This design comes from an exercise in tuning for small area and a short achievable clock period on the open sky130 flow, not from production work.
Function was checked by simulation only, so behaviour that the tests miss may differ from the original.
Power figures rest on the tool's default switching activity, not on a simulated workload.

## run A
Design distortion, start of the top module:
module distortion
#(
    parameter int WIDTH = 24
)
(
    input logic clk,
    input logic reset,
    input logic enable,
    input logic [WIDTH-1:0] in,
    input logic [WIDTH-1:0] gain,
    input logic [WIDTH-1:0] threshold,
    output logic [WIDTH-1:0] out
);
==> flow/config.mk <==
export PLATFORM = sky130hd
export DESIGN_NAME = distortion
export DESIGN_NICKNAME = distortion
export VERILOG_FILES = /design/flow/design.v
export SDC_FILE = /design/flow/constraint.sdc
export NUM_CORES = 4
export LEC_CHECK = 0
export CAP_MARGIN = 20
export CORE_MARGIN = 2
export CORE_UTILIZATION = 40
export SETUP_SLACK_MARGIN = 4.4
export SLEW_MARGIN = 20
export TNS_END_PERCENT = 0
==> flow/constraint.sdc <==
create_clock -name core_clock -period 7.5 [get_ports {clk}]
set_input_delay 1.5000 -clock core_clock [delete_from_list [all_inputs] [get_ports {clk}]]
set_output_delay 1.5000 -clock core_clock [all_outputs]
set_load 0.01 [all_outputs]
run.sh (not shown) runs the stock make flow with config.mk's settings and CLKGATE_MAP_FILE= SYNTH_SCRIPT=/design/flow/synth_recipe.tcl, a recipe that flattens the netlist after the stock synthesis.
### run A -> run B
--- a/flow/design.v
+++ b/flow/design.v
@@ -113,30 +113,30 @@
 logic [23:0] d;
 logic [11:0] b_one, b_two, b_neg;
 logic        b_g23;
 logic [11:0] e_one, e_two, e_neg;
 wire  [24:0] gx = {gain, 1'b0};
 always_comb begin
     for (int i = 0; i < 12; i++) begin
         e_one[i] = gx[2*i+1] ^ gx[2*i];
         e_two[i] = (gx[2*i+2] & ~gx[2*i+1] & ~gx[2*i]) | (~gx[2*i+2] & gx[2*i+1] & gx[2*i]);
         e_neg[i] = gx[2*i+2] & ~(gx[2*i+1] & gx[2*i]);
     end
 end
-logic v1, v2;
+logic v1, v2, v3;
 always_ff @(posedge clk or posedge reset) begin
     if (reset) begin
-        v1 <= 1'b0; v2 <= 1'b0;
+        v1 <= 1'b0; v2 <= 1'b0; v3 <= 1'b0;
     end else if (enable) begin
-        v1 <= 1'b1; v2 <= v1;
+        v1 <= 1'b1; v2 <= v1; v3 <= v2;
     end
 end
 always_ff @(posedge clk) begin
     if (enable) begin
         d <= in; b_one <= e_one; b_two <= e_two; b_neg <= e_neg; b_g23 <= gain[23];
     end
 end
 wire pp_0_0 = ((b_one[0] & d[0]) | (b_two[0] & 1'b0)) ^ b_neg[0];
 wire pp_0_1 = ((b_one[0] & d[1]) | (b_two[0] & d[0])) ^ b_neg[0];
 wire pp_0_2 = ((b_one[0] & d[2]) | (b_two[0] & d[1])) ^ b_neg[0];
 wire pp_0_3 = ((b_one[0] & d[3]) | (b_two[0] & d[2])) ^ b_neg[0];
 wire pp_0_4 = ((b_one[0] & d[4]) | (b_two[0] & d[3])) ^ b_neg[0];
@@ -1567,29 +1567,27 @@
 assign pg6[33] = pg5[33] | (pp5[33] & pg5[1]);
 assign pp6[33] = pp5[33] & pp5[1];
 assign pg6[34] = pg5[34] | (pp5[34] & pg5[2]);
 assign pp6[34] = pp5[34] & pp5[2];
 assign pg6[35] = pg5[35] | (pp5[35] & pg5[3]);
 assign pp6[35] = pp5[35] & pp5[3];
 assign pg6[36] = pg5[36] | (pp5[36] & pg5[4]);
 assign pp6[36] = pp5[36] & pp5[4];
 wire [36:0] pcarry = {pg6[35:0], 1'b0};
 wire [36:0] psum_w = pp0 ^ pcarry;
 wire [43:0] psum = {psum_w, 7'b0};
 logic [23:0] x, t;
-always_ff @(posedge clk or posedge reset) begin
-    if (reset) begin
-        x <= '0; t <= '0;
-    end else if (enable) begin
-        x <= v2 ? psum[43:20] : '0; t <= threshold;
+always_ff @(posedge clk) begin
+    if (enable) begin
+        x <= psum[43:20]; t <= threshold;
     end
 end
 wire        cmp_pos = x >= t;
 wire [25:0] neg_sum = {{2{x[23]}}, x} + {2'b00, t} + 26'h3FFFFFF;
 wire        cmp_neg = neg_sum[25];
 wire        cmp = x[23] ? cmp_neg : cmp_pos;
 wire [23:0] lvl = x[23] ? (~t + 24'd1) : t;
 always_ff @(posedge clk or posedge reset) begin
     if (reset) out <= '0;
-    else if (enable) out <= cmp ? lvl : x;
+    else if (enable) out <= v3 ? (cmp ? lvl : x) : '0;
 end
 endmodule
==> notes.md <==
Run B | stages: all done | timing, DRC, antenna: all pass
Compared with run A, run B shows a net count after synthesis that is 151 lower.
Of run A and run B, the run reporting the lower final standard cell count with taps included and fillers excluded was run B.
Compare run A and run B | count of distinct cell types in the synthesized netlist higher: run A
Final estimated routing congestion in global placement, run B vs run A: down slightly
Ratio of total power to cell area, run B vs run A: down slightly
Run B against run A: delay of the slowest critical-path stage flat; synthesized area per cell picked up an extra about 5%; effective utilization at floorplan did not really move; detailed route wirelength on metal3 now larger.

what the ideal ports hide:
No port has a modelled driver above. Below, the same layouts with a new extraction and two added sets of constraints. Step 1 sets driving cells, clkbuf_16 on the clock port and buf_2 on the other inputs (assumed; they add their load-dependent delay and slew). Step 2, shift: input delay + t, output delay - t, t = (earliest + latest rising clock arrival at the registers) / 2. This alone moves slack from input paths to output paths. Slacks: ideal ports / drivers / drivers and shift; pairs: ideal ports / drivers.
run	t, ns	setup WS [ns]	clock arrival spread, ns
run A	0.665	4.199 / 4.199 / 3.825	0.014 / 0.015
run B	0.643	4.194 / 4.194 / 4.043	0.019 / 0.020
After both steps every run listed still meets setup and hold. The setup slack of run A, which loses most, moves by 0.000 ns with the drivers and by -0.374 ns with both steps.
